Background: an optimization exercise with open tools, aiming at a short achievable clock period and few clock cycles. Do not read the settings as production practice. In this exercise RTL edits were held to simulation tests only and were not proved equivalent to the original. Power figures rest on the tool's default switching activity, not on a simulated workload.

// CPU_RV32I
module CPU_RV32I (
    input  logic        clk,
    input  logic        reset,
    input  logic [31:0] instrCode,
    output logic [31:0] instrMemAddr,
    output logic        busWe,
    output logic [31:0] busAddr,
    output logic [31:0] busWData,
    input  logic [31:0] busRData,
    output logic        transfer,
    input  logic        ready
);
For scale: roughly 8200 cells after synthesis, about 2100 flip-flops, roughly 170 I/O pins.
make LEC_CHECK=0 CAP_MARGIN=20 CORE_MARGIN=2 CORE_UTILIZATION=30 PLACE_DENSITY=0.5 SETUP_SLACK_MARGIN=5 SLEW_MARGIN=20 finish   # period 8.0 ns
run.sh (not shown) runs the stock make flow with config.mk's settings and CLKGATE_MAP_FILE= SYNTH_SCRIPT=/design/flow/synth_recipe.tcl, a recipe that flattens the netlist after the stock synthesis.
Testbench counts at the start, summed over its fixed seeds: cycles 51,571.
Rerun with:
--- a/flow/design.v
+++ b/flow/design.v
@@ -174,12 +174,19 @@
     wire [31:0] a_next = ({32{sA_E & r_sum}} & sum) | ({32{sA_E & ~r_sum}} & res_other) | ({32{sA_W}} & res_w) | ({32{sA_L}} & ldr) |
                          ({32{sA_R}} & rf1) | ({32{sA_P}} & pc_d);
     wire [31:0] b_pre = ({32{sB_E & r_sum}} & sum) | ({32{sB_E & ~r_sum}} & res_other) | ({32{sB_W}} & res_w) | ({32{sB_L}} & ldr) |
                         ({32{sB_R}} & rf2) | ({32{sB_I}} & immx_d) | ({32{sB_J}} & immbj_d);
     wire [31:0] bx_next = b_pre ^ {32{sub_d}};
     wire aux_d = b_d | ((r_d | i_d) & (f3 != 3'b000));
+    wire [31:0] ax_next = ({32{sA_E & r_sum & aux_d}} & sum) | ({32{sA_E & ~r_sum & aux_d}} & res_other) |
+                          ({32{sA_W & aux_d}} & res_w) | ({32{sA_L & aux_d}} & ldr) |
+                          ({32{sA_R & aux_d}} & rf1) | ({32{sA_P & aux_d}} & pc_d);
+    wire [31:0] bxx_next = (({32{sB_E & r_sum & aux_d}} & sum) | ({32{sB_E & ~r_sum & aux_d}} & res_other) |
+                            ({32{sB_W & aux_d}} & res_w) | ({32{sB_L & aux_d}} & ldr) |
+                            ({32{sB_R & aux_d}} & rf2) | ({32{sB_I & aux_d}} & immx_d) |
+                            ({32{sB_J & aux_d}} & immbj_d)) ^ {32{sub_d & aux_d}};
     wire [31:0] sd_next = ({32{sS_E & r_sum}} & sum) | ({32{sS_E & ~r_sum}} & res_other) | ({32{sS_W}} & res_w) | ({32{sS_L}} & ldr) |
                           ({32{sS_R}} & rf2);
     wire d_go = v_d & ~hold_d;                   
     wire f_take = ~v_d | d_go;                   
     wire dredir = d_go & (dpred_d ^ pf_d);
     wire [4:0] n_rs1 = f_take ? instrCode[19:15] : ir[19:15];
@@ -258,14 +265,14 @@
         if (reset) v_e <= 1'b0;
         else v_e <= e_in;
     end
     always_ff @(posedge clk) begin
         a_e     <= a_next;
         bx_e    <= bx_next;
-        ax_e    <= a_next & {32{aux_d}};
-        bxx_e   <= bx_next & {32{aux_d}};
+        ax_e    <= ax_next;
+        bxx_e   <= bxx_next;
         sd_e    <= sd_next;
         alt_e   <= (b_d & ~ir[31]) ? tgt_d : pc4_d;
         rd_e    <= rd;
         wr_e    <= wrd;
         ld_e    <= l_d;
         st_e    <= s_d;
Result: First-iteration DRC count went down by a few percent. Power went up by a few percent. Wire length went up slightly. Flip-flop and latch count is unchanged. Core utilization went up by 0.55 points. Die area went up slightly. Hold slack gains 0.0045 ns. Global-route usage hardly moves. Fmax went up by a few percent.
Testbench counts after the change, summed over its fixed seeds: cycles 51,571.


Another version of the RTL of CPU_RV32I (not shown whole).
Size: roughly 8000 cells after synthesis, roughly 170 I/O pins.
clock: 8.0 ns
lec_check: 0
cap_margin: 20
core_margin: 2
core_utilization: 30
place_density: 0.5
setup_slack_margin: 4.5
slew_margin: 20
The starting point finished clean.
Testbench counts at the start, summed over its fixed seeds: cycles 51,571.
Rerun with:
--- a/flow/design.v
+++ b/flow/design.v
@@ -145,27 +145,41 @@
         rf1 = 32'b0;
         rf2 = 32'b0;
         for (int i = 1; i < 32; i++) begin
             rf1 = rf1 | ({32{s1_d[i]}} & rfv[i]);
             rf2 = rf2 | ({32{s2_d[i]}} & rfv[i]);
         end
     end
-    wire [31:0] r1_early = wb1 ? res_w : lb1 ? ldr : rf1;
-    wire [31:0] r2_early = wb2 ? res_w : lb2 ? ldr : rf2;
     wire byp1 = ebyp & (rd_e == rs1);
     wire byp2 = ebyp & (rd_e == rs2);
     wire sub_d = b_d | (r_d & ir[30] & f3 == 3'b000) | ((r_d | i_d) & (f3 == 3'b010 || f3 == 3'b011));
     wire b_rs2 = r_d | b_d;
-    wire [31:0] a_early = lui_d ? 32'b0 : (aui_d | fjal_d) ? pc_d : r1_early;
-    wire [31:0] b_early = b_rs2 ? r2_early : fjal_d ? immbj_d : immx_d;
-    wire selA_e = byp1 & ~lui_d & ~aui_d & ~fjal_d;
-    wire selB_e = byp2 & b_rs2;
-    wire [31:0] a_next = selA_e ? alu_res : a_early;
-    wire [31:0] bx_next = (selB_e ? alu_res : b_early) ^ {32{sub_d}};
-    wire [31:0] sd_next = byp2 ? alu_res : r2_early;
+    wire a_rs = ~lui_d & ~aui_d & ~fjal_d;
+    wire sA_E = a_rs & byp1;
+    wire sA_W = a_rs & ~byp1 & wb1;
+    wire sA_L = a_rs & ~byp1 & ~wb1 & lb1;
+    wire sA_R = a_rs & ~byp1 & ~wb1 & ~lb1;
+    wire sA_P = aui_d | fjal_d;
+    wire sB_E = b_rs2 & byp2;
+    wire sB_W = b_rs2 & ~byp2 & wb2;
+    wire sB_L = b_rs2 & ~byp2 & ~wb2 & lb2;
+    wire sB_R = b_rs2 & ~byp2 & ~wb2 & ~lb2;
+    wire sB_I = ~b_rs2 & ~fjal_d;
+    wire sB_J = fjal_d;
+    wire sS_E = byp2;
+    wire sS_W = ~byp2 & wb2;
+    wire sS_L = ~byp2 & ~wb2 & lb2;
+    wire sS_R = ~byp2 & ~wb2 & ~lb2;
+    wire [31:0] a_next = ({32{sA_E}} & alu_res) | ({32{sA_W}} & res_w) | ({32{sA_L}} & ldr) |
+                         ({32{sA_R}} & rf1) | ({32{sA_P}} & pc_d);
+    wire [31:0] b_pre = ({32{sB_E}} & alu_res) | ({32{sB_W}} & res_w) | ({32{sB_L}} & ldr) |
+                        ({32{sB_R}} & rf2) | ({32{sB_I}} & immx_d) | ({32{sB_J}} & immbj_d);
+    wire [31:0] bx_next = b_pre ^ {32{sub_d}};
+    wire [31:0] sd_next = ({32{sS_E}} & alu_res) | ({32{sS_W}} & res_w) | ({32{sS_L}} & ldr) |
+                          ({32{sS_R}} & rf2);
     wire d_go = v_d & ~hold_d;                   
     wire f_take = ~v_d | d_go;                   
     wire dredir = d_go & (dpred_d ^ pf_d);
     wire [4:0] n_rs1 = f_take ? instrCode[19:15] : ir[19:15];
     wire [4:0] n_rs2 = f_take ? instrCode[24:20] : ir[24:20];
     logic [31:1] f_s1, f_s2;
     always_comb begin
What happened: The changed run finished with timing, DRC and antenna clean; final area is lower slightly; via count is lower by a few percent; clock-buffer cell count is higher by 16; hold slack degrades by 0.0052 ns; register-to-register slack improves by 0.14 ns.
Testbench counts after the change, summed over its fixed seeds: cycles 51,571.

separate check: timing with driven ports:
Ports are ideal in the flow. The routed layouts listed here were re-timed in OpenROAD.
Step 1 (the two cells are an assumption about what drives the block):
set clk [get_ports {clk}]
set_driving_cell -lib_cell sky130_fd_sc_hd__clkbuf_16 $clk
set_driving_cell -lib_cell sky130_fd_sc_hd__buf_2 [delete_from_list [all_inputs] $clk]
Step 2 also shifts input and output timing later by t, the mid clock arrival at the registers, as if the neighbouring blocks saw the same clock.
a / b / c = ideal / step 1 / step 2; a / b = the first two.
run	t, ns	setup slack, ns	latest minus earliest clock arrival (ns)	worst register clock-pin slew, ns	worst slew at a driven data input, ns
the first run of note 1	1.030	4.421 / 4.421 / 4.002	0.087 / 0.087	0.07 / 0.07	0.28
the second run of note 1	1.037	4.583 / 4.583 / 3.936	0.096 / 0.096	0.07 / 0.07	0.06
the first run of note 2	1.006	4.160 / 4.160 / 3.704	0.071 / 0.072	0.08 / 0.08	0.21
the second run of note 2	1.019	4.298 / 4.298 / 3.738	0.138 / 0.138	0.07 / 0.07	0.12
After both steps every run listed still meets setup and hold. The setup slack of the second run of note 1, which loses most, moves by 0.000 ns with the drivers and by -0.647 ns with both steps.
